Source: an optimization exercise on an open RTL-to-GDS flow (aim: small area, a short achievable clock period and few clock cycles). Production flows keep margins and buffers that such runs may drop.
Function was not checked in any run shown here: the RTL went through the layout flow alone.
Power and IR drop assume default switching activity.

**flow/config.mk**
```make
export PLATFORM = sky130hd
export DESIGN_NAME = mycpu
export DESIGN_NICKNAME = mycpu
export VERILOG_FILES = /design/flow/design.v
export SDC_FILE = /design/flow/constraint.sdc
export NUM_CORES = 4
export LEC_CHECK = 0
export CAP_MARGIN = 20
export CORE_MARGIN = 2
export CORE_UTILIZATION = 40
export SLEW_MARGIN = 20
```
**flow/constraint.sdc**
```tcl
create_clock -name core_clock -period 12.0 [get_ports {clk}]
set_input_delay 2.4000 -clock core_clock [delete_from_list [all_inputs] [get_ports {clk}]]
set_output_delay 2.4000 -clock core_clock [all_outputs]
set_load 0.01 [all_outputs]
```
**flow/standard.sh**
```bash
#!/bin/bash
# synth_recipe.tcl (not shown) runs the flow's synth.tcl, then flattens the netlist and writes it again
# the make line also repeats each setting of config.mk as NAME=value (left out here)
make -C /OpenROAD-flow-scripts/flow DESIGN_CONFIG=/design/flow/config.mk WORK_HOME=/design/flow/orfs CLKGATE_MAP_FILE= SYNTH_SCRIPT=/design/flow/synth_recipe.tcl "${@:-finish}"
```
**flow/design.v**
```verilog
module mycpu
  (
   input  logic        clk,
   input  logic        rst_n,
   output logic [15:0] a_out,
   input  logic [15:0] d_in,
   output logic [15:0] d_out,
   input  logic [15:0] io_in,
   output logic        wen_out,
   output logic        iom_out
   );
   function automatic logic [15:0] add16(input logic [15:0] a, input logic [15:0] b,
                                         input logic ci);
      logic [15:0] g, p, gg, pp, gn, pn;
      g = a & b;
      p = a ^ b;
      gg = g; pp = p;
      for (int d = 1; d < 16; d = d * 2) begin
         gn = gg; pn = pp;
         for (int i = d; i < 16; i++) begin
            gn[i] = gg[i] | (pp[i] & gg[i-d]);
            pn[i] = pp[i] & pp[i-d];
         end
         gg = gn; pp = pn;
      end
      add16[0] = p[0] ^ ci;
      for (int i = 1; i < 16; i++)
        add16[i] = p[i] ^ (gg[i-1] | (pp[i-1] & ci));
   endfunction
   function automatic logic [19:0] add20(input logic [19:0] a, input logic [19:0] b,
                                         input logic ci);
      logic [19:0] g, p, gg, pp, gn, pn;
      g = a & b;
      p = a ^ b;
      gg = g; pp = p;
      for (int d = 1; d < 20; d = d * 2) begin
         gn = gg; pn = pp;
         for (int i = d; i < 20; i++) begin
            gn[i] = gg[i] | (pp[i] & gg[i-d]);
            pn[i] = pp[i] & pp[i-d];
         end
         gg = gn; pp = pn;
      end
      add20[0] = p[0] ^ ci;
      for (int i = 1; i < 20; i++)
        add20[i] = p[i] ^ (gg[i-1] | (pp[i-1] & ci));
   endfunction
   function automatic logic [2:0] benc(input logic [2:0] b);
      benc[2] = b[1] ^ b[0];
      benc[1] = (b[2] & ~b[1] & ~b[0]) | (~b[2] & b[1] & b[0]);
      benc[0] = b[2];
   endfunction
   function automatic logic [16:0] brow(input logic [2:0] c, input logic [15:0] a);
      brow = ({17{c[2]}} & {a[15], a} | {17{c[1]}} & {a, 1'b0}) ^ {17{c[0]}};
   endfunction
   logic [15:0] pc;                  
   logic [15:0] ar;                  
   logic        started;             
   logic        halted;
   logic        d_valid;
   logic [15:0] d_ir;
   logic [2:0]  d_ra;                
   logic        d_ldi, d_breg, d_bimm, d_bones;
   logic        e_valid;
   logic        e_bus;               
   logic        e_wr;                
   logic        e_io;                
   logic        e_add, e_log, e_shr, e_shl, e_mul, e_cin, e_binv, e_fill;
   logic [3:0]  e_lt;                
   logic        e_we, e_ld, e_ior, e_brz, e_brn, e_jmp, e_hal;
   logic [2:0]  e_dr;
   logic [2:0]  e_sh;                
   logic [6:0]  e_off;               
   logic [15:0] oa, ob;              
   logic [15:0] dout;                
   logic [15:0] ms;                  
   logic [5:0]  bc;                  
   logic [2:0]  mk;                  
   logic [7:0][15:0] rf;
   wire [6:0] op = d_ir[15:9];
   wire [2:0] f_dr = d_ir[8:6];
   wire [2:0] f_sb = d_ir[2:0];
   wire o_inc = op == 7'b0000001, o_add = op == 7'b0000010,
        o_mul  = op == 7'b0000011, o_sra = op == 7'b0000100, o_sub = op == 7'b0000101,
        o_dec  = op == 7'b0000110, o_sla = op == 7'b0000111, o_and = op == 7'b0001000,
        o_or   = op == 7'b0001001, o_xor = op == 7'b0001010, o_not = op == 7'b0001011,
        o_shr  = op == 7'b0001101, o_shl = op == 7'b0001110,
        o_ldi  = op == 7'b1001100, o_adi = op == 7'b1000010,
        o_ld   = op == 7'b0010000, o_st  = op == 7'b0100000, o_ior = op == 7'b0010001,
        o_iow  = op == 7'b0100001, o_brz = op == 7'b1100000, o_brn = op == 7'b1100001,
        o_jmp  = op == 7'b1110000;
   wire c_log = (op[6:4] == 3'b000 && (op[3] || op[2:0] == 3'b000) &&
                 !o_shr && !o_shl) || o_ldi;
   wire c_add = o_inc | o_add | o_sub | o_dec | o_adi;
   wire c_shr = o_sra | o_shr;
   wire c_shl = o_sla | o_shl;
   wire c_we  = c_add | c_log | c_shr | c_shl | o_mul | o_ld | o_ior;
   wire c_bus = o_ld | o_st | o_ior | o_iow;
   wire c_hal = !(c_we | o_st | o_iow | o_brz | o_brn | o_jmp);
   wire [3:0] lt = o_and ? 4'b1000 : o_or ? 4'b1110 : o_xor ? 4'b0110 :
                   o_not ? 4'b0011 : 4'b1100;
   wire [6:0] n_op   = d_in[15:9];
   wire       n_swap = n_op == 7'b0001100 || n_op == 7'b0001101 || n_op == 7'b0001110;
   wire       n_breg = n_op == 7'b0000010 || n_op == 7'b0000101 || n_op == 7'b0001000 ||
                       n_op == 7'b0001001 || n_op == 7'b0001010 || n_op == 7'b0000011 ||
                       n_op == 7'b0100000 || n_op == 7'b0100001;
   wire       n_bimm = n_op == 7'b1000010 || n_op == 7'b0000100 || n_op == 7'b0000111;
   wire mul_busy = e_valid && e_mul && mk != 3'd4;
   wire e_taken  = e_valid && ((e_brz && oa == 16'h0) || (e_brn && oa[15]) || e_jmp);
   wire e_halt   = e_valid && e_hal;
   wire e_inb    = e_valid && (e_ld || e_ior);    
   wire [15:0] sum = add16(oa, ob ^ {16{e_binv}}, e_cin);
   wire [15:0] lgc = ({16{e_lt[3]}} & oa & ob) | ({16{e_lt[2]}} & oa & ~ob) |
                     ({16{e_lt[1]}} & ~oa & ob) | ({16{e_lt[0]}} & ~oa & ~ob);
   wire        fill = e_fill & oa[15];
   wire [15:0] shr1 = {fill, oa[15:1]};
   wire [15:0] shr2 = e_sh[0] ? {fill, shr1[15:1]} : shr1;
   wire [15:0] shr3 = e_sh[1] ? {{2{fill}}, shr2[15:2]} : shr2;
   wire [15:0] shr  = e_sh[2] ? {{4{fill}}, shr3[15:4]} : shr3;
   wire [15:0] shl1 = {oa[14:0], 1'b0};
   wire [15:0] shl2 = e_sh[0] ? {shl1[14:0], 1'b0} : shl1;
   wire [15:0] shl3 = e_sh[1] ? {shl2[13:0], 2'b0} : shl2;
   wire [15:0] shl  = e_sh[2] ? {shl3[11:0], 4'b0} : shl3;
   wire [15:0] mres = (ms == {16{ob[15]}}) ? ob : (ms[15] ? 16'h8000 : 16'h7fff);
   wire [15:0] alu  = ({16{e_add}} & sum) | ({16{e_log}} & lgc) | ({16{e_shr}} & shr) |
                      ({16{e_shl}} & shl) | ({16{e_mul}} & mres);
   wire [16:0] r0  = brow(bc[2:0], oa);
   wire [16:0] r1  = brow(bc[5:3], oa);
   wire [19:0] x0  = {{4{ms[15]}}, ms};
   wire [19:0] x1  = {{3{r0[16]}}, r0};
   wire [19:0] x2  = {{1{r1[16]}}, r1, {2{bc[3]}}};
   wire [19:0] cs_s = x0 ^ x1 ^ x2;
   wire [19:0] cs_c = (x0 & x1) | (x0 & x2) | (x1 & x2);
   wire [19:0] mt  = add20(cs_s, {cs_c[18:0], bc[3]}, bc[0]);
   wire we = e_valid && e_we && !mul_busy && !e_inb;
   wire [15:0] rd_a = rf[d_ra];
   wire [15:0] rd_b = rf[f_sb];
   wire fwd   = e_valid && e_we && !mul_busy && !e_inb;
   wire fwd_a = fwd && e_dr == d_ra;
   wire fwd_b = fwd && e_dr == f_sb;
   wire [15:0] op_a = d_ldi ? {13'b0, f_sb} : fwd_a ? alu : rd_a;
   wire [15:0] op_b = d_breg ? (fwd_b ? alu : rd_b) :
                      d_bimm ? {13'b0, f_sb} : {16{d_bones}};
   wire mul_wait = o_mul && fwd_b;
   wire e_stop = e_taken || e_halt || halted;
   wire adv    = d_valid && !mul_busy && !(e_valid && e_bus) && !e_stop && !mul_wait;
   wire fetch  = !mul_busy && !(e_valid && e_bus) && !e_stop && (adv || !d_valid);
   wire [15:0] target  = e_jmp ? oa : pc + {{9{e_off[6]}}, e_off};
   wire [15:0] pc_next = e_taken ? target : fetch ? pc + 16'd1 : pc;
   assign a_out   = ar;
   assign d_out   = dout;
   assign wen_out = !(e_bus && e_wr);
   assign iom_out = e_bus && e_io;
   always_ff @(posedge clk or negedge rst_n)
     if (!rst_n) begin
        pc      <= 16'h0;
        ar      <= 16'h0;
        started <= 1'b0;
        halted  <= 1'b0;
        d_valid <= 1'b0;
        e_valid <= 1'b0;
        e_bus   <= 1'b0;
        e_wr    <= 1'b0;
        e_io    <= 1'b0;
        mk      <= 3'd0;
     end else begin
        started <= 1'b1;
        if (e_halt) halted <= 1'b1;
        pc <= pc_next;
        ar <= (adv && c_bus) ? op_a : pc_next;
        if (e_stop) d_valid <= 1'b0;
        else if (fetch) d_valid <= 1'b1;
        else if (adv) d_valid <= 1'b0;
        if (!mul_busy) e_valid <= adv || e_inb;
        e_bus <= adv && c_bus;
        e_wr  <= adv && (o_st || o_iow);
        e_io  <= adv && (o_ior || o_iow);
        if (mul_busy) mk <= mk + 3'd1;
        else mk <= 3'd0;
     end
   always_ff @(posedge clk) begin
      if (fetch) begin
         d_ir    <= d_in;
         d_ra    <= n_swap ? d_in[2:0] : d_in[5:3];
         d_ldi   <= n_op == 7'b1001100;
         d_breg  <= n_breg;
         d_bimm  <= n_bimm;
         d_bones <= n_op == 7'b0000110;
      end
      dout <= op_b;
      if (e_inb) begin
         e_add  <= 1'b0;
         e_log  <= 1'b1;
         e_shr  <= 1'b0;
         e_shl  <= 1'b0;
         e_mul  <= 1'b0;
         e_lt   <= 4'b1100;
         e_ld   <= 1'b0;
         e_ior  <= 1'b0;
         e_brz  <= 1'b0;
         e_brn  <= 1'b0;
         e_jmp  <= 1'b0;
         e_hal  <= 1'b0;
         oa     <= e_ior ? io_in : d_in;
      end else if (!mul_busy) begin
         e_add  <= c_add;
         e_log  <= c_log;
         e_shr  <= c_shr;
         e_shl  <= c_shl;
         e_mul  <= o_mul;
         e_cin  <= o_inc | o_sub;
         e_binv <= o_sub;
         e_fill <= o_sra;
         e_lt   <= lt;
         e_we   <= c_we;
         e_ld   <= o_ld;
         e_ior  <= o_ior;
         e_brz  <= o_brz;
         e_brn  <= o_brn;
         e_jmp  <= o_jmp;
         e_hal  <= c_hal;
         e_dr   <= f_dr;
         e_sh   <= (o_sra || o_sla) ? f_sb : 3'd0;
         e_off  <= {f_dr[2], f_dr, f_sb} - 7'd2;
         oa     <= op_a;
         ob     <= op_b;
         ms     <= 16'h0;
         bc     <= {benc(rd_b[3:1]), benc({rd_b[1:0], 1'b0})};
      end else begin
         ob <= {mt[3:0], ob[15:4]};
         ms <= mt[19:4];
         bc <= {benc(ob[7:5]), benc(ob[5:3])};
      end
      for (int i = 0; i < 8; i++)
        if (!started) rf[i] <= 16'h0;
        else if (we && e_dr == i) rf[i] <= alu;
   end
endmodule
```
**flow/flow/run.sh**
```bash
#!/bin/bash
# Standard layout, with repair_timing aiming for extra setup slack.
set -euo pipefail
bash standard.sh SETUP_SLACK_MARGIN=8 finish > standard.log 2>&1
```
==> impl_metrics.env, run 1 <==
export IMPL_maxCapViolCount=0
export IMPL_fmax_mhz=254
export IMPL_post_place_cells=2544
export IMPL_initialDrtViolationCount=1643
export IMPL_fin_setup_tns_ns=0
export IMPL_grt_start_max_net_pins=78
export IMPL_fin_nets=2115
export IMPL_finalHoldViolCount=0
export IMPL_max_stage_delay_cell_worst_path="sky130_fd_sc_hd__clkdlybuf4s50_1"
export IMPL_ys_seq_elements=292
export IMPL_antenna_found_initial=2
export IMPL_final_period_minus_worst_setup_slack_ns=3.94
export IMPL_boundaryPins=68
export IMPL_grt_setup_unrepaired="yes"
export IMPL_grt_first_pass_wirelength_um=98800
export IMPL_clk_root_buffer_cell="sky130_fd_sc_hd__clkbuf_16"
export IMPL_crit_path_start="dout[8]"
export IMPL_cts_htree_levels=2
export IMPL_timing_slew_headroom_pct=35.8
export IMPL_critical_path_peak_fanout=1
export IMPL_worst_r2r_end="oa[12]"
export IMPL_place_detailed_hpwl_um=43800
export IMPL_antenna_violation_net_count_after_detailed_routing=0
export IMPL_critPathArrivalTime_ns=1.54
export IMPL_tritoncts_num_buffers=35
export IMPL_worst_endpoint_required_ns=9.60
export IMPL_critical_path_endpoint_type="output pin"
export IMPL_routed_wire_length_per_instance_um=24.5
export IMPL_setup_worst_path_start_class="register"
export IMPL_switching_share_pct=27.7
export IMPL_number_of_unique_standard_cell_types_used_by_synthesis=91
export IMPL_met3_wl_um=4190
export IMPL_outcome="timing/DRC/antenna clean"
export IMPL_hold_path_class="register to register"
export IMPL_gpl_final_weighted_congestion=0.932
export IMPL_synth_edff_count=91
export IMPL_vias=16600
export IMPL_fp_dieArea_um2=50300
export IMPL_min_delay_start="e_hal"
export IMPL_postRouteWirelength_um=64800
export IMPL_drt_first_pass_iters=5
export IMPL_wl_met2_um=29700
export IMPL_yosysWarnings=1
export IMPL_final_min_period_over_clock_period_pct=32.8
export IMPL_clock_power_share_pct=43.3
export IMPL_clock_sinks=292
export IMPL_postSynthAreaPerCell_um2=9.73
export IMPL_postCtsHoldBufs=0
export IMPL_crit_cells=1
export IMPL_worst_clock_skew_ns=0.0318
export IMPL_finalSetupViolCount=0
export IMPL_insertion_delay_ns=0.58
export IMPL_met1_wl_um=28500
export IMPL_pwr_share_comb_pct=13.6
export IMPL_endpoint="d_out[8]"
export IMPL_dominantRegCellSynth="sky130_fd_sc_hd__dfxtp_1"
export IMPL_post_detailed_route_via_to_cell_ratio=6.28
export IMPL_final_design_area_no_fill_um2=22100
export IMPL_coreArea_um2=47800
export IMPL_worst_r2r_path_depth=7
export IMPL_tightest_slew_ns=0.961
export IMPL_synthesis_nets=2110
export IMPL_vdd_drop_max_mv=0.122
export IMPL_critical_path_class="register to output pin"
export IMPL_rrSetupSlack_ns=8.12
export IMPL_row_count=80
export IMPL_pwr_density_cell_nw_per_um2=117
export IMPL_synthesis_instances=1996
export IMPL_crit_buf_inv=1
export IMPL_overflow=0
export IMPL_fp_dieW_um=224
export IMPL_reg_power_share_pct=43.1
export IMPL_synthesis_area_um2=19400
export IMPL_switching_power_of_the_nets_uw=716
export IMPL_r2r_start="oa[11]"
export IMPL_dpl_cell_area_um2=20500
export IMPL_power_leakage_nw=8.22
export IMPL_floorplan_initialDensity_pct=40.6
export IMPL_cts_buffer_depth=3
export IMPL_intPower_mw=1.87
export IMPL_grtUsageTotal_pct=25.6
export IMPL_worstPathCellList="clkdlybuf4s50_1"
export IMPL_crit_family="buffers and inverters"
export IMPL_buffer_ports_inserted=67
export IMPL_first_global_vias=15900
export IMPL_top_signal_layer_used="met4"
export IMPL_synthArstFlopShare_pct=14.4
export IMPL_cts_tree="built"
export IMPL_max_slew_violation_count=0
export IMPL_drcViolationCount=0
export IMPL_finish_cell_count_without_fillers=2644
export IMPL_area_growth_syn_to_layout_pct=13.6
export IMPL_timing_critical_path_slowest_cell_delay_ns=0.57
export IMPL_clkSlewWorstSetupHoldPaths_ns=0.06
export IMPL_dieHeight_um=224
export IMPL_post_synthesis_sequential_area_ratio_pct=35.9
export IMPL_layout_drive_gt1_share_pct=14.8
[sequential cells by signal (all words and copies together), names as in the netlist, 3 cells and up]
signal / cells
ar: 16
dout: 16
pc: 16
e_dr: 3
e_off: 7
oa: 16
e_lt: 4
rf: 128
ob: 16
d_ra: 3
e_sh: 3
ms: 16
d_ir: 13
mk: 3
bc: 6
[metrics by stage]
stage	total power, mW	util (%)	hold WS, ns	worst slack [ns]
5_1_grt	2.68	46.1	0.488	7.97
3_5_place_dp	1.47	42.9	0.455	7.90
6_report	2.58	46.1	0.465	8.06
3_3_place_gp	1.47	42.9	0.445	7.94
2_1_floorplan	1.34	-	0.421	8.10
4_1_cts	2.59	45.6	0.469	8.01
[power groups by stage]
stage	Clock [mW]	Combinational, mW	Sequential, mW
2_1_floorplan	0	0.230	1.11
3_3_place_gp	0	0.332	1.14
3_5_place_dp	0	0.335	1.14
4_1_cts	1.13	0.338	1.12
5_1_grt	1.18	0.379	1.12
6_report	1.12	0.351	1.11
[synth_stat cells, types with 11 or more instances]
cell type | n | share of area (%)
sky130_fd_sc_hd__a211oi_1 | 144 | 5.6
sky130_fd_sc_hd__xnor2_1 | 70 | 3.2
sky130_fd_sc_hd__dfrtp_1 | 42 | 5.4
sky130_fd_sc_hd__nor2_1 | 202 | 3.9
sky130_fd_sc_hd__buf_1 | 13 | 0.25
sky130_fd_sc_hd__inv_1 | 45 | 0.87
sky130_fd_sc_hd__fa_1 | 21 | 2.2
sky130_fd_sc_hd__ha_1 | 59 | 3.8
sky130_fd_sc_hd__nand2b_1 | 11 | 0.35
sky130_fd_sc_hd__buf_2 | 20 | 0.52
sky130_fd_sc_hd__a31oi_1 | 11 | 0.35
sky130_fd_sc_hd__a21o_1 | 21 | 0.81
sky130_fd_sc_hd__xor2_1 | 40 | 1.8
sky130_fd_sc_hd__nand4_1 | 19 | 0.61
sky130_fd_sc_hd__nand3_1 | 39 | 1.0
sky130_fd_sc_hd__dfxtp_1 | 159 | 16
sky130_fd_sc_hd__o21ai_0 | 104 | 2.7
sky130_fd_sc_hd__mux4_2 | 98 | 11
sky130_fd_sc_hd__clkbuf_1 | 134 | 2.6
sky130_fd_sc_hd__mux2i_1 | 37 | 1.9
sky130_fd_sc_hd__mux2_2 | 25 | 1.4
sky130_fd_sc_hd__a22oi_1 | 33 | 1.3
sky130_fd_sc_hd__nor4_1 | 20 | 0.64
sky130_fd_sc_hd__and3_1 | 11 | 0.35
sky130_fd_sc_hd__nor2b_1 | 33 | 1.1
sky130_fd_sc_hd__a21oi_1 | 105 | 2.7
sky130_fd_sc_hd__edfxtp_1 | 91 | 14
sky130_fd_sc_hd__nor3_1 | 49 | 1.3
sky130_fd_sc_hd__nand2_1 | 139 | 2.7
[timing repair]
item                                    in CTS  in global routing
buffers inserted                             7                 28
gates resized for setup                      3                  4
endpoints found under the setup margin      16                 14
pin swaps                                    0                  1
[metal layers]
| metal | vias up | track usage [%] |
|---|---|---|
| li1 | 7528 | - |
| met1 | 8295 | 35.5 |
| met2 | 659 | 40.2 |
| met3 | 131 | 4.19 |
| met4 | 0 | 9.78 |
| met5 | - | 0 |
[worst min path at each step]
stage          slack [ns]  depth (start not counted)        to
2_1_floorplan        0.42                          0  e_off[0]
3_3_place_gp         0.44                          1     mk[0]
3_5_place_dp         0.45                          2     e_hal
4_1_cts              0.47                          2     e_hal
5_1_grt              0.49                          1     mk[0]
6_report             0.46                          2     e_hal
[logic make-up (layout without fill, tap and decap cells)]
group                      count (synthesis)  count (layout)  synth area share, %
adders and majority gates                 80              80                 5.97
muxes                                    160             160                 14.7
AOI/OAI and AO/OA                        549             549                 19.6
other                                      1               2               0.0193
and+or+nand+nor                          584             584                 14.3
DFF                                      292             292                 35.9
xor gates and xnor gates                 110             110                 4.96
buffers and inverters                    220             252                 4.56
[final cells by class]
class	instances	area (um2)
clock buffer	49	1010
timing repair buffer	141	1260
sequential	292	6970
inverter	47	176
clock inverter	15	196
antenna	1	2.50
multi-input combinational	1484	11700
tap	615	769
fill	4542	25800
[layout by cell type (no fill, tap or decap), types with 59 or more instances in the layout]
cell                                n
sky130_fd_sc_hd__nand2_1          138
sky130_fd_sc_hd__edfxtp_1          91
sky130_fd_sc_hd__xnor2_1           70
sky130_fd_sc_hd__dfxtp_1          159
sky130_fd_sc_hd__buf_4             69
sky130_fd_sc_hd__ha_1              59
sky130_fd_sc_hd__nor2_1           199
sky130_fd_sc_hd__o21ai_0          104
sky130_fd_sc_hd__a211oi_1         144
sky130_fd_sc_hd__a21oi_1          105
sky130_fd_sc_hd__clkdlybuf4s50_1   63
sky130_fd_sc_hd__mux4_2            98
==> run 2: changes to the inputs <==
--- a/flow/design.v
+++ b/flow/design.v
@@ -73,7 +73,6 @@
    logic [6:0]  e_off;               
    logic [15:0] oa, ob;              
    logic [15:0] dout;                
-   logic [15:0] ms;                  
    logic [5:0]  bc;                  
    logic [2:0]  mk;                  
    logic [7:0][15:0] rf;
@@ -121,6 +120,7 @@
    wire [15:0] shl2 = e_sh[0] ? {shl1[14:0], 1'b0} : shl1;
    wire [15:0] shl3 = e_sh[1] ? {shl2[13:0], 2'b0} : shl2;
    wire [15:0] shl  = e_sh[2] ? {shl3[11:0], 4'b0} : shl3;
+   wire [15:0] ms   = dout;
    wire [15:0] mres = (ms == {16{ob[15]}}) ? ob : (ms[15] ? 16'h8000 : 16'h7fff);
    wire [15:0] alu  = ({16{e_add}} & sum) | ({16{e_log}} & lgc) | ({16{e_shr}} & shr) |
                       ({16{e_shl}} & shl) | ({16{e_mul}} & mres);
@@ -133,6 +133,7 @@
    wire [19:0] cs_c = (x0 & x1) | (x0 & x2) | (x1 & x2);
    wire [19:0] mt  = add20(cs_s, {cs_c[18:0], bc[3]}, bc[0]);
    wire we = e_valid && e_we && !mul_busy && !e_inb;
+   wire [15:0] wd0 = alu & {16{started}};
    wire [15:0] rd_a = rf[d_ra];
    wire [15:0] rd_b = rf[f_sb];
    wire fwd   = e_valid && e_we && !mul_busy && !e_inb;
@@ -187,7 +188,8 @@
          d_bimm  <= n_bimm;
          d_bones <= n_op == 7'b0000110;
       end
-      dout <= op_b;
+      if (mul_busy) dout <= mt[19:4];
+      else dout <= op_b & {16{!o_mul}};
       if (e_inb) begin
          e_add  <= 1'b0;
          e_log  <= 1'b1;
@@ -224,15 +226,12 @@
          e_off  <= {f_dr[2], f_dr, f_sb} - 7'd2;
          oa     <= op_a;
          ob     <= op_b;
-         ms     <= 16'h0;
          bc     <= {benc(rd_b[3:1]), benc({rd_b[1:0], 1'b0})};
       end else begin
          ob <= {mt[3:0], ob[15:4]};
-         ms <= mt[19:4];
          bc <= {benc(ob[7:5]), benc(ob[5:3])};
       end
       for (int i = 0; i < 8; i++)
-        if (!started) rf[i] <= 16'h0;
-        else if (we && e_dr == i) rf[i] <= alu;
+        if (!started || (we && e_dr == i)) rf[i] <= wd0;
    end
 endmodule
==> flow/flow/run.sh (replaced) <==
#!/bin/bash
# Standard layout, with repair_timing aiming for extra setup slack.
set -euo pipefail
bash standard.sh SETUP_SLACK_MARGIN=9 finish > standard.log 2>&1
==> run 2 against run 1 <==
Effect of this change:
- global-route usage rose by 0.41 points
- sequential power rose by 7%
- sequential cell count fell by 16
- worst hold slack got worse by 0.0091 ns
- first-iteration DRC count barely moved
- die area fell by 3.6%
- fmax rose by 6.7%
- via count fell by 5.2%
- largest cell class unchanged
==> impl_metrics.env, run 2 <==
export IMPL_outcome="timing/DRC/antenna clean"
export IMPL_dpl_cell_area_um2=20000
export IMPL_gpl_final_weighted_congestion=0.910
export IMPL_total_design_power_mw=3.49
export IMPL_postCtsHoldBufs=0
export IMPL_synthesis_area_um2=18700
export IMPL_vdd_drop_max_mv=0.0922
export IMPL_tritoncts_num_buffers=34
export IMPL_grt_first_pass_wirelength_um=94300
export IMPL_drt_first_pass_iters=6
export IMPL_clkSlewWorstSetupHoldPaths_ns=0.06
export IMPL_synthesis_nets=1810
export IMPL_ys_seq_elements=276
export IMPL_cts_htree_levels=2
export IMPL_switching_share_pct=33.9
export IMPL_number_of_unique_standard_cell_types_used_by_synthesis=89
export IMPL_maxCapViolCount=0
export IMPL_intPower_mw=2.30
export IMPL_max_slew_violation_count=0
export IMPL_clock_sinks=276
export IMPL_finish_cell_count_without_fillers=2523
export IMPL_postRouteWirelength_um=65300
export IMPL_yosys_area_top_type="sky130_fd_sc_hd__edfxtp_1"
export IMPL_synth_edff_count=203
export IMPL_routed_wire_length_per_instance_um=25.9
export IMPL_fp_dieArea_um2=48500
export IMPL_area_growth_syn_to_layout_pct=29.0
export IMPL_r2r_start="oa[2]"
export IMPL_registers_top_by_ff_count="rf"
export IMPL_final_design_area_no_fill_um2=24100
export IMPL_post_synth_top_area_fraction_pct=32.6
export IMPL_largest_register_ff_count=128
export IMPL_pwr_share_comb_pct=37.1
export IMPL_layout_drive_gt1_share_pct=33.9
export IMPL_worst_endpoint_required_ns=12.42
export IMPL_pwr_density_cell_nw_per_um2=145
export IMPL_dieHeight_um=220
export IMPL_final_min_period_over_clock_period_pct=30.8
export IMPL_timing_slew_headroom_pct=14.4
export IMPL_tightest_slew_ns=1.28
export IMPL_fin_nets=2004
export IMPL_preCtsSetupSlack_ns=7.74
export IMPL_first_global_vias=15100
export IMPL_post_synthesis_sequential_area_ratio_pct=41.5
export IMPL_timing_critical_path_slowest_cell_delay_ns=0.59
export IMPL_clock_power_share_pct=28.8
export IMPL_crit_buf_inv=1
export IMPL_power_leakage_nw=9.32
export IMPL_synthArstFlopShare_pct=15.2
export IMPL_critical_path_class="register to register"
export IMPL_postSynthAreaPerCell_um2=11.0
export IMPL_boundaryPins=68
export IMPL_cts_tree="built"
export IMPL_critical_path_endpoint_type="register"
export IMPL_grt_use_met3_pct=4.71
export IMPL_finalSetupViolCount=0
export IMPL_fp_dieW_um=220
export IMPL_post_place_cells=2266
export IMPL_coreArea_um2=46400
export IMPL_layout_commonest_cell="sky130_fd_sc_hd__edfxtp_1"
export IMPL_synth_most_common_cell="sky130_fd_sc_hd__edfxtp_1"
export IMPL_post_detailed_route_via_to_cell_ratio=6.24
export IMPL_fmax_mhz=271
export IMPL_grtUsageMet2_pct=40.3
export IMPL_worst_clock_skew_ns=0.0275
export IMPL_row_count=79
export IMPL_insertion_delay_ns=0.56
export IMPL_max_stage_delay_cell_worst_path="sky130_fd_sc_hd__edfxtp_1"
export IMPL_buffer_ports_inserted=67
export IMPL_drcViolationCount=0
export IMPL_fin_setup_tns_ns=0
export IMPL_cts_buffer_depth=3
export IMPL_initialDrtViolationCount=1644
export IMPL_hold_path_class="register to register"
export IMPL_global_route_peak_usage_layer="met2"
export IMPL_antenna_found_initial=0
export IMPL_grt_setup_unrepaired="yes"
export IMPL_antenna_cells_inserted=0
export IMPL_grt_util_met1_pct=34.5
export IMPL_most_common_layout_cells="sky130_fd_sc_hd__edfxtp_1, sky130_fd_sc_hd__buf_4, sky130_fd_sc_hd__nand2_1, sky130_fd_sc_hd__nor2_1, sky130_fd_sc_hd__mux4_2"
export IMPL_setup_worst_path_start_class="register"
export IMPL_critPathArrivalTime_ns=4.11
export IMPL_crit_path_start="oa[2]"
export IMPL_synthesis_instances=1696
export IMPL_floorplan_initialDensity_pct=40.3
export IMPL_reg_power_share_pct=34.1
export IMPL_final_period_minus_worst_setup_slack_ns=3.69
export IMPL_grt_start_max_net_pins=52
export IMPL_yosysWarnings=1
export IMPL_worstPathCellList="a22oi_2 -> xnor2_2 -> fa_1 -> ha_4 -> and3_4 -> a221o_1 -> a311oi_4 -> buf_4 -> o211ai_1 -> a31oi_1 -> nor2b_1 -> nor3_1 -> o22ai_1"
export IMPL_clk_root_buffer_cell="sky130_fd_sc_hd__clkbuf_16"
export IMPL_antenna_violation_net_count_after_detailed_routing=0
export IMPL_critical_path_peak_fanout=4
export IMPL_crit_family="compound AO/OA/AOI/OAI gates"
export IMPL_switching_power_of_the_nets_mw=1.18
export IMPL_min_delay_start="e_brz"
export IMPL_netlist_top_cells_count="sky130_fd_sc_hd__edfxtp_1, sky130_fd_sc_hd__nand2_1, sky130_fd_sc_hd__nor2_1"
export IMPL_overflow=0
export IMPL_setup_slack_ns=8.31
export IMPL_dominantRegCellSynth="sky130_fd_sc_hd__edfxtp_1"
export IMPL_synth_area_top_cells="sky130_fd_sc_hd__edfxtp_1, sky130_fd_sc_hd__mux4_2, sky130_fd_sc_hd__dfrtp_1"
export IMPL_finalHoldViolCount=0
export IMPL_vias=15700
export IMPL_grtUsageTotal_pct=26.0
export IMPL_place_detailed_hpwl_um=41200
==> run 2: changes by cell type after synthesis, sizes merged, moves of 27 or more <==
cell    change
o21ai      -31
a211oi    -106
inv        +33
nor2      -101
edfxtp    +112
clkbuf     -48
dfxtp     -128
nand2      -27
a21oi      -34
==> run 2: path summary, 6_finish.rpt <==
path,endpoint,slack [ns],depth (start not counted)
max reg2reg,dout[9],8.31,13
min in group asynchronous,ar[8],1.94,2
max in group asynchronous,e_valid,9.57,2
min reg2reg,e_brz,0.46,2
max,dout[9],8.31,13
min,e_brz,0.46,2
==> run 2: cell families (layout without fill, tap and decap cells) <==
| group | after synthesis | after routing | synth area share (%) |
|---|---|---|---|
| buf+inv | 213 | 433 | 4.66 |
| flops | 276 | 276 | 41.5 |
| fa+ha+maj | 80 | 80 | 6.20 |
| compound gates | 413 | 413 | 15.5 |
| mux | 171 | 171 | 15.5 |
| xor+xnor | 109 | 109 | 5.11 |
| simple gates | 433 | 433 | 11.5 |
| other cells | 1 | 1 | 0.0201 |
==> run 2: cell type report <==
type | instances | area (um2)
Fill cell | 3899 | 22200
Multi-Input combinational cell | 1207 | 11500
Sequential cell | 276 | 7800
Timing Repair Buffer | 289 | 2650
Clock buffer | 45 | 923
Tap cell | 607 | 759
Inverter | 82 | 335
Clock inverter | 17 | 151
==> run 2: worst register-to-register path, stage by stage (launching register included) <==
cell and delay, ns:
sky130_fd_sc_hd__edfxtp_1 0.59, sky130_fd_sc_hd__a22oi_2 0.30, sky130_fd_sc_hd__xnor2_2 0.15, sky130_fd_sc_hd__fa_1 0.48
sky130_fd_sc_hd__ha_4 0.24, sky130_fd_sc_hd__and3_4 0.16, sky130_fd_sc_hd__a221o_1 0.34, sky130_fd_sc_hd__a311oi_4 0.32
sky130_fd_sc_hd__buf_4 0.18, sky130_fd_sc_hd__o211ai_1 0.15, sky130_fd_sc_hd__a31oi_1 0.25, sky130_fd_sc_hd__nor2b_1 0.08
sky130_fd_sc_hd__nor3_1 0.19, sky130_fd_sc_hd__o22ai_1 0.13
==> run 2: per-layer routing <==
metal | wire length, um | vias to the layer above
met5 | 0 | -
met4 | 3930 | 0
met3 | 5720 | 211
met2 | 30000 | 835
met1 | 25600 | 7842
li1 | - | 6856
==> run 2: per-stage QoR <==
stage	hold WS [ns]	utilization (%)
2_1_floorplan	0.417	-
3_3_place_gp	0.444	43.1
3_5_place_dp	0.445	43.1
4_1_cts	0.457	49.8
5_1_grt	0.468	52.0
6_report	0.456	52.0
==> run 2: power by group through the flow <==
| stage | logic, mW | registers (mW) | clock network, mW |
|---|---|---|---|
| 6_report | 1.29 | 1.19 | 1.00 |
| 5_1_grt | 1.38 | 1.20 | 1.05 |
| 4_1_cts | 1.14 | 1.18 | 1.02 |
| 3_5_place_dp | 0.920 | 1.25 | 0 |
| 3_3_place_gp | 0.909 | 1.24 | 0 |
| 2_1_floorplan | 0.727 | 1.17 | 0 |
==> run 2: what timing repair did <==
| item | CTS | global route |
|---|---|---|
| resized for setup | 410 | 134 |
| endpoints found under the setup margin | 292 | 201 |
| cloned | 0 | 3 |
| setup buffers | 148 | 43 |
| pin swaps | 94 | 81 |
| endpoints found under the hold margin | 0 | 0 |
==> run 3: changes to the inputs <==
==> flow/flow/run.sh (replaced) <==
#!/bin/bash
# Standard layout, with repair_timing aiming for extra setup slack.
set -euo pipefail
bash standard.sh SETUP_SLACK_MARGIN=8.5 finish > standard.log 2>&1
==> run 3 against run 2 <==
Effect of this change:
- still clean on timing, DRC and antenna
- die area stayed put
- cell area is 8.8% lower
- synthesized area stayed put
- critical path depth is 1 higher
- clock skew is 0.0057 ns lower
- fmax is 0.35% lower
- worst hold slack better by 0.0022 ns
- sequential cell count stayed put
- sequential power hardly changed
- cell count is 4.5% lower
- synthesized cell count stayed put
- critical path type unchanged
- critical endpoint is now dout[15]
==> impl_metrics.env, run 3 <==
export IMPL_fin_setup_tns_ns=0
export IMPL_fmax_mhz=270
export IMPL_synthArstFlopShare_pct=15.2
export IMPL_critical_path_peak_fanout=4
export IMPL_final_design_area_no_fill_um2=22000
export IMPL_cts_htree_levels=2
export IMPL_postCtsHoldBufs=0
export IMPL_timing_slew_headroom_pct=27.4
export IMPL_synthesis_instances=1696
export IMPL_yosysWarnings=1
export IMPL_crit_path_start="oa[1]"
export IMPL_worst_endpoint_required_ns=12.44
export IMPL_synth_compound_area_share_pct=15.5
export IMPL_synthesis_area_um2=18700
export IMPL_reg_power_share_pct=34.6
export IMPL_drt_first_pass_iters=6
export IMPL_worst_clock_skew_ns=0.0218
export IMPL_floorplan_initialDensity_pct=40.3
export IMPL_number_of_unique_standard_cell_types_used_by_synthesis=89
export IMPL_grt_first_pass_wirelength_um=94000
export IMPL_initialDrtViolationCount=1539
export IMPL_antenna_cells_inserted=0
export IMPL_buffer_ports_inserted=67
export IMPL_cts_buffer_depth=3
export IMPL_intPower_mw=2.26
export IMPL_critical_path_class="register to register"
export IMPL_grt_start_max_net_pins=52
export IMPL_crit_path_top_cell_by_count="sky130_fd_sc_hd__buf_6"
export IMPL_first_global_vias=14500
export IMPL_post_detailed_route_via_to_cell_ratio=6.21
export IMPL_switching_share_pct=33.9
export IMPL_layout_drive_gt1_share_pct=23.8
export IMPL_final_period_minus_worst_setup_slack_ns=3.71
export IMPL_finalHoldViolCount=0
export IMPL_critical_path_endpoint_type="register"
export IMPL_max_slew_violation_count=0
export IMPL_dieHeight_um=220
export IMPL_postSynthAreaPerCell_um2=11.0
export IMPL_synth_area_top_cells="sky130_fd_sc_hd__edfxtp_1, sky130_fd_sc_hd__mux4_2, sky130_fd_sc_hd__dfrtp_1"
export IMPL_overflow=0
export IMPL_area_growth_syn_to_layout_pct=17.6
export IMPL_regArea_um2=7810
export IMPL_combinational_family_with_the_most_area_after_synthesis="multiplexers"
export IMPL_cts_tree="built"
export IMPL_worstPathCellList="buf_6 -> buf_6 -> a22oi_2 -> xnor2_2 -> fa_1 -> ha_4 -> and3_4 -> a221o_1 -> a311oi_4 -> o2111a_2 -> o21ai_4 -> a41oi_4 -> o21ai_0 -> a211o_1"
export IMPL_tightest_slew_ns=1.09
export IMPL_timing_critical_path_slowest_cell_delay_ns=0.48
export IMPL_clkSlewWorstSetupHoldPaths_ns=0.06
export IMPL_grtUsageTotal_pct=26.3
export IMPL_min_delay_start="mk[0]"
export IMPL_pwr_density_cell_nw_per_um2=156
export IMPL_boundaryPins=68
export IMPL_vdd_drop_max_mv=0.145
export IMPL_finalSetupViolCount=0
export IMPL_layout_commonest_cell="sky130_fd_sc_hd__edfxtp_1"
export IMPL_row_count=79
export IMPL_outcome="timing/DRC/antenna clean"
export IMPL_crit_family="compound AO/OA/AOI/OAI gates"
export IMPL_power_leakage_nw=8.41
export IMPL_dominantRegCellSynth="sky130_fd_sc_hd__edfxtp_1"
export IMPL_clk_root_buffer_cell="sky130_fd_sc_hd__clkbuf_16"
export IMPL_drcViolationCount=0
export IMPL_antenna_found_initial=1
export IMPL_netlist_top_cells_count="sky130_fd_sc_hd__edfxtp_1, sky130_fd_sc_hd__nand2_1, sky130_fd_sc_hd__nor2_1"
export IMPL_post_synthesis_sequential_area_ratio_pct=41.5
export IMPL_clock_power_share_pct=31.5
export IMPL_largest_register_ff_count=128
export IMPL_tritoncts_num_buffers=35
export IMPL_multi_input_comb_area_um2=10600
export IMPL_yosys_area_top_type="sky130_fd_sc_hd__edfxtp_1"
export IMPL_coreArea_um2=46400
export IMPL_fp_dieArea_um2=48500
export IMPL_max_stage_delay_cell_worst_path="sky130_fd_sc_hd__fa_1"
export IMPL_insertion_delay_ns=0.55
export IMPL_post_synth_top_area_fraction_pct=32.6
export IMPL_switching_power_of_the_nets_mw=1.16
export IMPL_synth_mux_area_share_pct=15.5
export IMPL_clock_sinks=276
export IMPL_synthesis_nets=1810
export IMPL_fp_dieW_um=220
export IMPL_hold_path_class="register to register"
export IMPL_synth_adder_area_share_pct=6.20
export IMPL_postRouteWirelength_um=63700
export IMPL_vias=15000
export IMPL_synthSimpleGateAreaFrac_pct=11.5
export IMPL_routed_wire_length_per_instance_um=26.5
export IMPL_grt_setup_unrepaired="yes"
export IMPL_r2r_start="oa[1]"
export IMPL_ys_seq_elements=276
export IMPL_antenna_violation_net_count_after_detailed_routing=0
export IMPL_maxCapViolCount=0
export IMPL_pwr_share_comb_pct=33.9
export IMPL_synth_xor_area_share_pct=5.11
export IMPL_gpl_final_weighted_congestion=0.965
export IMPL_fillerInstances=4199
export IMPL_registers_top_by_ff_count="rf"
export IMPL_critPathArrivalTime_ns=4.14
export IMPL_synth_edff_count=203
export IMPL_crit_buf_inv=2
export IMPL_most_common_layout_cells="sky130_fd_sc_hd__edfxtp_1, sky130_fd_sc_hd__nand2_1, sky130_fd_sc_hd__nor2_1, sky130_fd_sc_hd__buf_4, sky130_fd_sc_hd__mux4_2"
export IMPL_setup_worst_path_start_class="register"
export IMPL_final_min_period_over_clock_period_pct=30.9
export IMPL_fin_nets=1890
export IMPL_dpl_cell_area_um2=19900
export IMPL_place_detailed_hpwl_um=43400
export IMPL_synth_most_common_cell="sky130_fd_sc_hd__edfxtp_1"
-- run 3: cell count changes in the layout (fill, tap and decap cells not counted), sizes merged --
| cell | change |
|---|---|
| buf | -117 |
| clkbuf | -9 |
| clkdlybuf4s50 | +7 |
| inv | +6 |
| clkinvlp | -3 |
| bufinv | +2 |
| bufbuf | -1 |
| clkinv | +1 |
-- run 3: through the flow --
| step | cells | utilization [%] | total power [mW] | hold WS (ns) | setup slack [ns] |
|---|---|---|---|---|---|
| 3_3_place_gp | 2275 | 42.9 | 2.16 | 0.445 | 7.14 |
| 4_1_cts | 2396 | 46.6 | 3.35 | 0.460 | 8.30 |
| 6_report | 2409 | 47.4 | 3.42 | 0.458 | 8.29 |
| 3_5_place_dp | 2275 | 43.0 | 2.17 | 0.452 | 7.53 |
| 5_1_grt | 2409 | 47.4 | 3.58 | 0.484 | 8.18 |
| 2_1_floorplan | 1696 | - | 1.89 | 0.417 | 8.48 |
-- run 3: power by group through the flow --
stage / Sequential [mW] / Combinational (mW) / Clock, mW
3_3_place_gp: 1.23 / 0.936 / 0
2_1_floorplan: 1.17 / 0.716 / 0
6_report: 1.18 / 1.16 / 1.08
4_1_cts: 1.18 / 1.07 / 1.10
3_5_place_dp: 1.23 / 0.940 / 0
5_1_grt: 1.19 / 1.25 / 1.14
-- run 3: cell type report --
type,instances,area share (%)
clock buffer,40,4.16
clock inverter,23,1.13
inverter,82,1.42
multi-input combinational,1207,48.0
sequential,276,35.5
tap,607,3.45
timing repair buffer,174,6.30
-- run 3: metal layers --
metal / routed length [um] / global-route usage, % / vias to the layer above / share of wire, %
li1: - / - / 6614 / -
met1: 26300 / 36.2 / 7471 / 41
met2: 28600 / 40.1 / 717 / 45
met3: 5280 / 4.89 / 168 / 8.3
met4: 3590 / 12.9 / 0 / 5.6
met5: 0 / 0 / - / 0
-- run 3: final timing paths --
| kind | end | slack, ns | depth (start not counted) |
|---|---|---|---|
| max in group asynchronous | e_valid | 9.55 | 2 |
| worst max-delay path | dout[15] | 8.29 | 14 |
| worst max register to register | dout[15] | 8.29 | 14 |
| worst min register to register | mk[0] | 0.46 | 1 |
| worst min-delay path | mk[0] | 0.46 | 1 |
| min in group asynchronous | ar[6] | 1.95 | 2 |
-- run 3: worst register-to-register path: stages (launching register included) --
cell                       delay (ns)
sky130_fd_sc_hd__edfxtp_1        0.41
sky130_fd_sc_hd__buf_6           0.16
sky130_fd_sc_hd__buf_6           0.12
sky130_fd_sc_hd__a22oi_2         0.20
sky130_fd_sc_hd__xnor2_2         0.15
sky130_fd_sc_hd__fa_1            0.48
sky130_fd_sc_hd__ha_4            0.25
sky130_fd_sc_hd__and3_4          0.16
sky130_fd_sc_hd__a221o_1         0.34
sky130_fd_sc_hd__a311oi_4        0.30
sky130_fd_sc_hd__o2111a_2        0.32
sky130_fd_sc_hd__o21ai_4         0.09
sky130_fd_sc_hd__a41oi_4         0.22
sky130_fd_sc_hd__o21ai_0         0.12
sky130_fd_sc_hd__a211o_1         0.27
-- run 3: repair_timing --
action	4_1_cts	5_1_grt
buffers inserted	58	13
resized for setup	204	54
setup endpoints to repair	172	97
pin swaps	19	23
-- run 3: cell families after synthesis --
logic type / Yosys count
and+or+nand+nor: 433
adders and majority gates: 80
xor gates and xnor gates: 109
muxes: 171
AOI/OAI and AO/OA: 413
DFF: 276
buffers and inverters: 213
other: 1
==> run 4: changes to the inputs <==
--- a/flow/design.v
+++ b/flow/design.v
@@ -150,8 +150,8 @@
    wire [15:0] pc_next = e_taken ? target : fetch ? pc + 16'd1 : pc;
    assign a_out   = ar;
    assign d_out   = dout;
-   assign wen_out = !(e_bus && e_wr);
-   assign iom_out = e_bus && e_io;
+   assign wen_out = !e_wr;
+   assign iom_out = e_io;
    always_ff @(posedge clk or negedge rst_n)
      if (!rst_n) begin
         pc      <= 16'h0;
@@ -175,7 +175,7 @@
         if (!mul_busy) e_valid <= adv || e_inb;
         e_bus <= adv && c_bus;
         e_wr  <= adv && (o_st || o_iow);
-        e_io  <= adv && (o_ior || o_iow);
+        e_io  <= adv && (o_ior || o_iow);    
         if (mul_busy) mk <= mk + 3'd1;
         else mk <= 3'd0;
      end
==> flow/flow/run.sh (replaced) <==
#!/bin/bash
# Standard layout; port buffers are buf_2 cells and repair_timing aims for extra setup slack.
set -euo pipefail
bash standard.sh "BUFFER_PORTS_ARGS=-buffer_cell sky130_fd_sc_hd__buf_2" SETUP_SLACK_MARGIN=8.5 finish > standard.log 2>&1
==> run 4 against run 3 <==
Effect of this change:
- still clean on timing, DRC and antenna
- worst hold slack better by 0.0051 ns
- register-to-register slack better by 0.097 ns
- critical path depth is 1 higher
- cell area is 1.1% lower
- clock power is 4% lower
- cell count is 0.29% lower
- critical path type unchanged
- largest power group is now combinational logic
==> impl_metrics.env, run 4 <==
export IMPL_switching_power_of_the_nets_mw=2.34
export IMPL_clock_sinks=276
export IMPL_setup_worst_path_start_class="register"
export IMPL_antenna_violation_net_count_after_detailed_routing=0
export IMPL_critical_path_endpoint_type="register"
export IMPL_worst_clock_skew_ns=0.0272
export IMPL_worst_endpoint_required_ns=12.38
export IMPL_place_detailed_hpwl_um=39900
export IMPL_maxCapViolCount=0
export IMPL_insertion_delay_ns=0.55
export IMPL_critical_path_class="register to register"
export IMPL_ys_seq_elements=276
export IMPL_power_leakage_nw=8.35
export IMPL_layout_drive_gt1_share_pct=26.2
export IMPL_hold_path_class="register to register"
export IMPL_fp_dieArea_um2=47900
export IMPL_intPower_mw=3.27
export IMPL_overflow=0
export IMPL_synth_most_common_cell="sky130_fd_sc_hd__edfxtp_1"
export IMPL_fin_nets=1891
export IMPL_synth_area_top_cells="sky130_fd_sc_hd__edfxtp_1, sky130_fd_sc_hd__mux4_2, sky130_fd_sc_hd__dfrtp_1"
export IMPL_global_route_peak_usage_layer="met2"
export IMPL_post_synth_top_area_fraction_pct=33.0
export IMPL_grt_setup_unrepaired="yes"
export IMPL_grtUsageTotal_pct=25.2
export IMPL_post_synthesis_sequential_area_ratio_pct=42.0
export IMPL_fp_dieW_um=219
export IMPL_cts_buffer_depth=3
export IMPL_final_period_minus_worst_setup_slack_ns=3.61
export IMPL_netlist_top_cells_count="sky130_fd_sc_hd__edfxtp_1, sky130_fd_sc_hd__nand2_1, sky130_fd_sc_hd__nor2_1"
export IMPL_final_hold_worst_slack_ns=0.463
export IMPL_clkSlewWorstSetupHoldPaths_ns=0.06
export IMPL_critPathArrivalTime_ns=3.99
export IMPL_registers_top_by_ff_count="rf"
export IMPL_tightest_slew_ns=1.08
export IMPL_synthesis_nets=1797
export IMPL_grt_use_met3_pct=4.21
export IMPL_timing_slew_headroom_pct=27.8
export IMPL_dominantRegCellSynth="sky130_fd_sc_hd__edfxtp_1"
export IMPL_synthArstFlopShare_pct=15.2
export IMPL_layout_commonest_cell="sky130_fd_sc_hd__edfxtp_1"
export IMPL_grt_start_max_net_pins=50
export IMPL_yosys_area_top_type="sky130_fd_sc_hd__edfxtp_1"
export IMPL_area_growth_syn_to_layout_pct=17.7
export IMPL_vias=14800
export IMPL_first_global_vias=14400
export IMPL_vdd_drop_max_mv=0.207
export IMPL_initialDrtViolationCount=1534
export IMPL_fin_setup_tns_ns=0
export IMPL_switching_share_pct=41.7
export IMPL_critical_path_peak_fanout=6
export IMPL_dieHeight_um=219
export IMPL_antenna_found_initial=1
export IMPL_row_count=78
export IMPL_pwr_density_cell_nw_per_um2=258
export IMPL_number_of_unique_standard_cell_types_used_by_synthesis=94
export IMPL_reg_power_share_pct=25.7
export IMPL_final_min_period_over_clock_period_pct=30.1
export IMPL_synthesis_area_um2=18500
export IMPL_cts_htree_levels=2
export IMPL_largest_register_ff_count=128
export IMPL_grt_util_met1_pct=34.2
export IMPL_coreArea_um2=45500
export IMPL_cts_tree="built"
export IMPL_max_slew_violation_count=0
export IMPL_finalSetupViolCount=0
export IMPL_pwr_share_comb_pct=55.7
export IMPL_synthesis_instances=1683
export IMPL_finish_cell_count_without_fillers=2402
export IMPL_grt_first_pass_wirelength_um=90400
export IMPL_post_detailed_route_via_to_cell_ratio=6.16
export IMPL_yosysWarnings=1
export IMPL_grtUsageMet2_pct=40.0
export IMPL_outcome="timing/DRC/antenna clean"
export IMPL_routed_wire_length_per_instance_um=25.2
export IMPL_postRouteWirelength_um=60500
export IMPL_postSynthAreaPerCell_um2=11.0
export IMPL_tritoncts_num_buffers=34
export IMPL_gpl_final_weighted_congestion=0.916
export IMPL_clock_power_share_pct=18.6
export IMPL_drcViolationCount=0
export IMPL_clk_root_buffer_cell="sky130_fd_sc_hd__clkbuf_16"
export IMPL_drt_first_pass_iters=6
export IMPL_boundaryPins=68
export IMPL_floorplan_initialDensity_pct=40.6
export IMPL_finalHoldViolCount=0
export IMPL_synth_edff_count=203
export IMPL_fmax_mhz=277
export IMPL_buffer_ports_inserted=67
export IMPL_post_place_cells=2259
export IMPL_most_common_layout_cells="sky130_fd_sc_hd__edfxtp_1, sky130_fd_sc_hd__nand2_1, sky130_fd_sc_hd__nor2_1, sky130_fd_sc_hd__buf_4, sky130_fd_sc_hd__mux4_2"
[run 4: cell count changes after synthesis, sizes merged, moves of 9 or more]
cell / previous run / this run
xor2: 54 / 64
clkbuf: 86 / 95
nand2: 112 / 122
buf: 45 / 31
nor2: 102 / 111
a21oi: 74 / 98
[run 4: timing repair]
item | 4_1_cts | 5_1_grt
resized for setup | 64 | 77
cloned | 1 | 1
setup endpoints to repair | 186 | 107
setup buffers | 64 | 16
hold buffers | 0 | 0
pin swaps | 40 | 53
[run 4: worst max-delay path, cell delays in order (launching register included)]
cell and delay, ns:
sky130_fd_sc_hd__edfxtp_1 0.47, sky130_fd_sc_hd__buf_6 0.18, sky130_fd_sc_hd__a22oi_2 0.21, sky130_fd_sc_hd__xor2_1 0.20
sky130_fd_sc_hd__fa_1 0.46, sky130_fd_sc_hd__inv_2 0.08, sky130_fd_sc_hd__ha_4 0.21, sky130_fd_sc_hd__and3_1 0.19
sky130_fd_sc_hd__o2bb2ai_2 0.18, sky130_fd_sc_hd__o31a_1 0.30, sky130_fd_sc_hd__nand2_2 0.11, sky130_fd_sc_hd__a31oi_4 0.10
sky130_fd_sc_hd__a41o_1 0.25, sky130_fd_sc_hd__o41ai_2 0.25, sky130_fd_sc_hd__xnor2_1 0.17, sky130_fd_sc_hd__o22ai_1 0.09
[run 4: stage by stage]
stage | utilization [%] | setup slack [ns] | instance area [um2] | total power [mW]
6_report | 47.8 | 8.39 | 21800 | 5.61
5_1_grt | 47.8 | 8.29 | 21700 | 5.91
4_1_cts | 46.7 | 8.36 | 21300 | 5.27
3_5_place_dp | 42.5 | 7.79 | 19300 | 3.85
3_3_place_gp | 42.5 | 7.85 | 19300 | 3.82
2_1_floorplan | - | 8.43 | 18500 | 3.20
[run 4: layout make-up]
type,count,area [um2]
Sequential cell,276,7790
Inverter,82,323
Multi-Input combinational cell,1198,10500
Clock inverter,10,125
Antenna cell,1,2.50
Clock buffer,50,972
Timing Repair inverter,1,5.00
Tap cell,600,751
Timing Repair Buffer,184,1300
Fill cell,4138,23700
[run 4: final timing paths]
kind | from | to | slack (ns) | cells past startpoint
setup / recovery | bc[2] | dout[15] | 8.39 | 15
hold / removal | e_brz | e_brz | 0.46 | 2
setup reg to reg | bc[2] | dout[15] | 8.39 | 15
hold reg to reg | e_brz | e_brz | 0.46 | 2
max in group asynchronous | rst_n | halted | 9.63 | 2
min in group asynchronous | rst_n | ar[8] | 1.95 | 2
[run 4: power by group through the flow]
| stage | Combinational [mW] | Clock, mW | Sequential, mW |
|---|---|---|---|
| 6_report | 3.12 | 1.04 | 1.44 |
| 5_1_grt | 3.36 | 1.09 | 1.46 |
| 4_1_cts | 2.78 | 1.06 | 1.43 |
| 3_5_place_dp | 2.33 | 0 | 1.52 |
| 3_3_place_gp | 2.31 | 0 | 1.51 |
| 2_1_floorplan | 1.82 | 0 | 1.37 |
[run 4: layer usage]
layer  part of all wire, %  vias to the layer above
met4                   4.5                        0
li1                      -                     6515
met1                    40                     7376
met2                    47                      745
met3                   8.4                      153
met5                     0                        -
[run 4: cell families after synthesis]
logic type               count (synthesis)  synth area share [%]
AO/OA/AOI/OAI                          405                  14.6
multiplexers                           168                  15.6
XOR/XNOR                               122                  5.78
AND/OR/NAND/NOR                        422                  11.1
other                                    1                0.0203
adder cells (fa/ha/maj)                 80                  6.27
buffers and inverters                  209                  4.62
flip-flops                             276                  42.0
==> run 5: changes to the inputs <==
--- a/flow/config.mk
+++ b/flow/config.mk
@@ -7,5 +7,5 @@
 export LEC_CHECK = 0
 export CAP_MARGIN = 20
 export CORE_MARGIN = 2
-export CORE_UTILIZATION = 40
+export CORE_UTILIZATION = 60
 export SLEW_MARGIN = 20
==> run 5 against run 4 <==
Effect of this change:
- still clean
- global-route usage up 10 points
- count of clock-buffer cells in the layout fell by 14
- first-iteration DRC count increased by 9.4%
- sequential cell count did not move
- critical path depth fell by 1
- synthesized cell count did not move
- cell count decreased by 8.8%
- via count increased by 0.97%
- worst hold slack better by 0.0064 ns
- largest cell class unchanged
==> impl_metrics.env, run 5 <==
export IMPL_critical_path_class="register to register"
export IMPL_clock_sinks=276
export IMPL_antenna_violation_net_count_after_detailed_routing=0
export IMPL_layout_commonest_cell="sky130_fd_sc_hd__edfxtp_1"
export IMPL_post_synth_top_area_fraction_pct=33.0
export IMPL_insertion_delay_ns=0.59
export IMPL_intPower_mw=3.16
export IMPL_critical_path_peak_fanout=4
export IMPL_clock_power_share_pct=17.9
export IMPL_ys_seq_elements=276
export IMPL_worst_endpoint_required_ns=12.50
export IMPL_crit_path_top_cell_by_count="sky130_fd_sc_hd__a21o_1"
export IMPL_final_period_minus_worst_setup_slack_ns=3.60
export IMPL_synthesis_nets=1797
export IMPL_pwr_share_comb_pct=55.3
export IMPL_vias=14900
export IMPL_cts_tree="built"
export IMPL_yosysWarnings=1
export IMPL_finalHoldViolCount=0
export IMPL_first_global_vias=14200
export IMPL_switching_share_pct=41.5
export IMPL_synth_edff_count=203
export IMPL_drt_first_pass_iters=5
export IMPL_floorplan_initialDensity_pct=60.7
export IMPL_fmax_mhz=278
export IMPL_row_count=64
export IMPL_postRouteWirelength_um=58600
export IMPL_power_leakage_nw=8.37
export IMPL_fp_dieW_um=180
export IMPL_clkSlewWorstSetupHoldPaths_ns=0.06
export IMPL_initialDrtViolationCount=1678
export IMPL_coreArea_um2=30400
export IMPL_grtUsageTotal_pct=35.5
export IMPL_timing_critical_path_slowest_cell_delay_ns=0.50
export IMPL_synth_area_top_cells="sky130_fd_sc_hd__edfxtp_1, sky130_fd_sc_hd__mux4_2, sky130_fd_sc_hd__dfrtp_1"
export IMPL_grt_first_pass_wirelength_um=87600
export IMPL_max_stage_delay_cell_worst_path="sky130_fd_sc_hd__edfxtp_1"
export IMPL_synthArstFlopShare_pct=15.2
export IMPL_postCtsHoldBufs=0
export IMPL_area_growth_syn_to_layout_pct=16.1
export IMPL_fin_setup_tns_ns=0
export IMPL_registers_top_by_ff_count="rf"
export IMPL_post_detailed_route_via_to_cell_ratio=6.82
export IMPL_synthesis_instances=1683
export IMPL_antenna_found_initial=1
export IMPL_fp_dieArea_um2=32200
export IMPL_synthesis_area_um2=18500
export IMPL_grt_start_max_net_pins=51
export IMPL_switching_power_of_the_nets_mw=2.25
export IMPL_fin_nets=1885
export IMPL_largest_register_ff_count=128
export IMPL_place_detailed_hpwl_um=39400
export IMPL_overflow=0
export IMPL_critPathArrivalTime_ns=4.10
export IMPL_layout_drive_gt1_share_pct=26.2
export IMPL_most_common_layout_cells="sky130_fd_sc_hd__edfxtp_1, sky130_fd_sc_hd__nand2_1, sky130_fd_sc_hd__nor2_1, sky130_fd_sc_hd__buf_4, sky130_fd_sc_hd__mux4_2"
export IMPL_boundaryPins=68
export IMPL_max_slew_violation_count=0
export IMPL_tightest_slew_ns=1.00
export IMPL_dominantRegCellSynth="sky130_fd_sc_hd__edfxtp_1"
export IMPL_buffer_ports_inserted=67
export IMPL_cts_htree_levels=1
export IMPL_reg_power_share_pct=26.8
export IMPL_post_synthesis_sequential_area_ratio_pct=42.0
export IMPL_gpl_final_weighted_congestion=0.965
export IMPL_clk_root_buffer_cell="sky130_fd_sc_hd__clkbuf_16"
export IMPL_vdd_drop_max_mv=0.201
export IMPL_total_design_power_mw=5.41
export IMPL_dieHeight_um=180
export IMPL_worstPathCellList="buf_6 -> a22oi_2 -> xnor2_2 -> fa_1 -> ha_1 -> and3_4 -> o2bb2ai_4 -> o31a_1 -> a21o_1 -> a21o_1 -> a2111oi_2 -> a41o_1 -> a21oi_1 -> o21ai_1"
export IMPL_maxCapViolCount=0
export IMPL_finalSetupViolCount=0
export IMPL_final_min_period_over_clock_period_pct=30.0
export IMPL_netlist_top_cells_count="sky130_fd_sc_hd__edfxtp_1, sky130_fd_sc_hd__nand2_1, sky130_fd_sc_hd__nor2_1"
export IMPL_postSynthAreaPerCell_um2=11.0
export IMPL_tritoncts_num_buffers=30
export IMPL_worst_clock_skew_ns=0.0335
export IMPL_synth_most_common_cell="sky130_fd_sc_hd__edfxtp_1"
export IMPL_pwr_density_cell_nw_per_um2=252
export IMPL_setup_worst_path_start_class="register"
export IMPL_timing_slew_headroom_pct=33.0
export IMPL_cts_buffer_depth=3
export IMPL_antenna_cells_inserted=0
export IMPL_outcome="timing/DRC/antenna clean"
export IMPL_yosys_area_top_type="sky130_fd_sc_hd__edfxtp_1"
export IMPL_hold_path_class="register to register"
export IMPL_critical_path_endpoint_type="register"
export IMPL_grt_setup_unrepaired="yes"
export IMPL_number_of_unique_standard_cell_types_used_by_synthesis=94
export IMPL_drcViolationCount=0
export IMPL_routed_wire_length_per_instance_um=26.7
run 5: cell counts after synthesis:
Identical to the previous run, type by type.
run 5: logic make-up after synthesis:
| family | synth area share [%] |
|---|---|
| xor+xnor | 5.78 |
| simple gates | 11.1 |
| mux | 15.6 |
| buf+inv | 4.62 |
| compound gates | 14.6 |
| fa+ha+maj | 6.27 |
| other cells | 0.0203 |
| flops | 42.0 |
run 5: path summary, 6_finish.rpt:
path | start | to | slack, ns | depth (start not counted)
setup / recovery | bc[2] | dout[7] | 8.40 | 14
max in group asynchronous | rst_n | e_wr | 9.75 | 1
hold / removal | mk[0] | mk[0] | 0.47 | 1
min in group asynchronous | rst_n | ar[7] | 1.81 | 1
setup reg to reg | bc[2] | dout[7] | 8.40 | 14
hold reg to reg | mk[0] | mk[0] | 0.47 | 1
run 5: power by group through the flow:
stage               logic (mW)  clock network [mW]  registers (mW)
floorplan                 1.82                   0            1.37
global placement          2.26                   0            1.52
detailed placement        2.29                   0            1.52
CTS                       2.63               0.978            1.44
global route              3.23                1.01            1.47
finish                    2.99               0.970            1.45
run 5: through the flow:
step / worst slack, ns / hold slack (ns) / utilization, % / instances / instance area (um2)
final: 8.40 / 0.469 / 70.5 / 2190 / 21500
after global routing: 8.25 / 0.487 / 70.5 / 2190 / 21500
after CTS: 8.42 / 0.469 / 68.5 / 2166 / 20800
after detailed placement: 7.67 / 0.461 / 62.7 / 2053 / 19100
after global placement: 7.73 / 0.454 / 62.7 / 2053 / 19100
after floorplan: 8.43 / 0.417 / - / 1683 / 18500
run 5: area by class of cell:
| type | count | area (um2) |
|---|---|---|
| Multi-Input combinational cell | 1198 | 10500 |
| Clock buffer | 36 | 826 |
| Tap cell | 396 | 495 |
| Fill cell | 2195 | 8970 |
| Sequential cell | 276 | 7800 |
| Timing Repair Buffer | 183 | 1300 |
| Clock inverter | 19 | 213 |
| Inverter | 82 | 319 |
run 5: worst max-delay path: cells and delay by family, from the launching register on:
family	cells	cell delay, ns
simple gates	1	0.19
xor+xnor	1	0.12
fa+ha+maj	2	0.81
flops	1	0.50
buf+inv	1	0.18
compound gates	9	1.71
run 5: per-layer routing:
metal | global-route usage (%) | part of all wire (%)
met5 | 0 | 0.015
met4 | 14.5 | 5.1
met3 | 5.25 | 9.1
met2 | 55.7 | 47
met1 | 50.0 | 39
run 5: what timing repair did:
action                                  in CTS  in global routing
gates resized for setup                     60                 79
pin swaps                                   25                 32
hold endpoints to repair                     0                  0
endpoints found under the setup margin     135                 82
setup buffers                               58                 24

==> port drivers added, routing unchanged <==
Ports are ideal in the flow. The routed layouts listed here were re-timed in OpenROAD. Step 1: set_driving_cell puts a clkbuf_16 on clk and a buf_2 on each other input, an assumption about the parent block. Step 2 times the ports against the registers' clock, not the clock port: input delays grow and output delays shrink by t, the midpoint of the rising clock arrivals with the driver on. Slacks: ideal / step 1 / step 2; pairs: ideal / step 1.
| run | shift t [ns] | setup slack, ns | hold WS [ns] | worst setup path after step 2 | pins driven straight from the clock port |
|---|---|---|---|---|---|
| run 1 | 0.616 | 8.059 / 8.003 / 7.793 | 0.465 / 0.465 / 0.465 | input to register | 1 |
| run 2 | 0.589 | 8.307 / 8.307 / 8.307 | 0.456 / 0.456 / 0.456 | register to register | 1 |
| run 3 | 0.595 | 8.294 / 8.294 / 7.983 | 0.458 / 0.458 / 0.458 | input to register | 1 |
| run 4 | 0.587 | 8.391 / 8.391 / 8.318 | 0.463 / 0.463 / 0.463 | input to register | 1 |
| run 5 | 0.629 | 8.397 / 8.397 / 8.248 | 0.469 / 0.469 / 0.469 | input to register | 1 |
After both steps setup and hold are still met in every run listed. For run 3, which loses most, drivers alone change the setup slack by 0.000 ns; drivers and shift together by -0.311 ns.
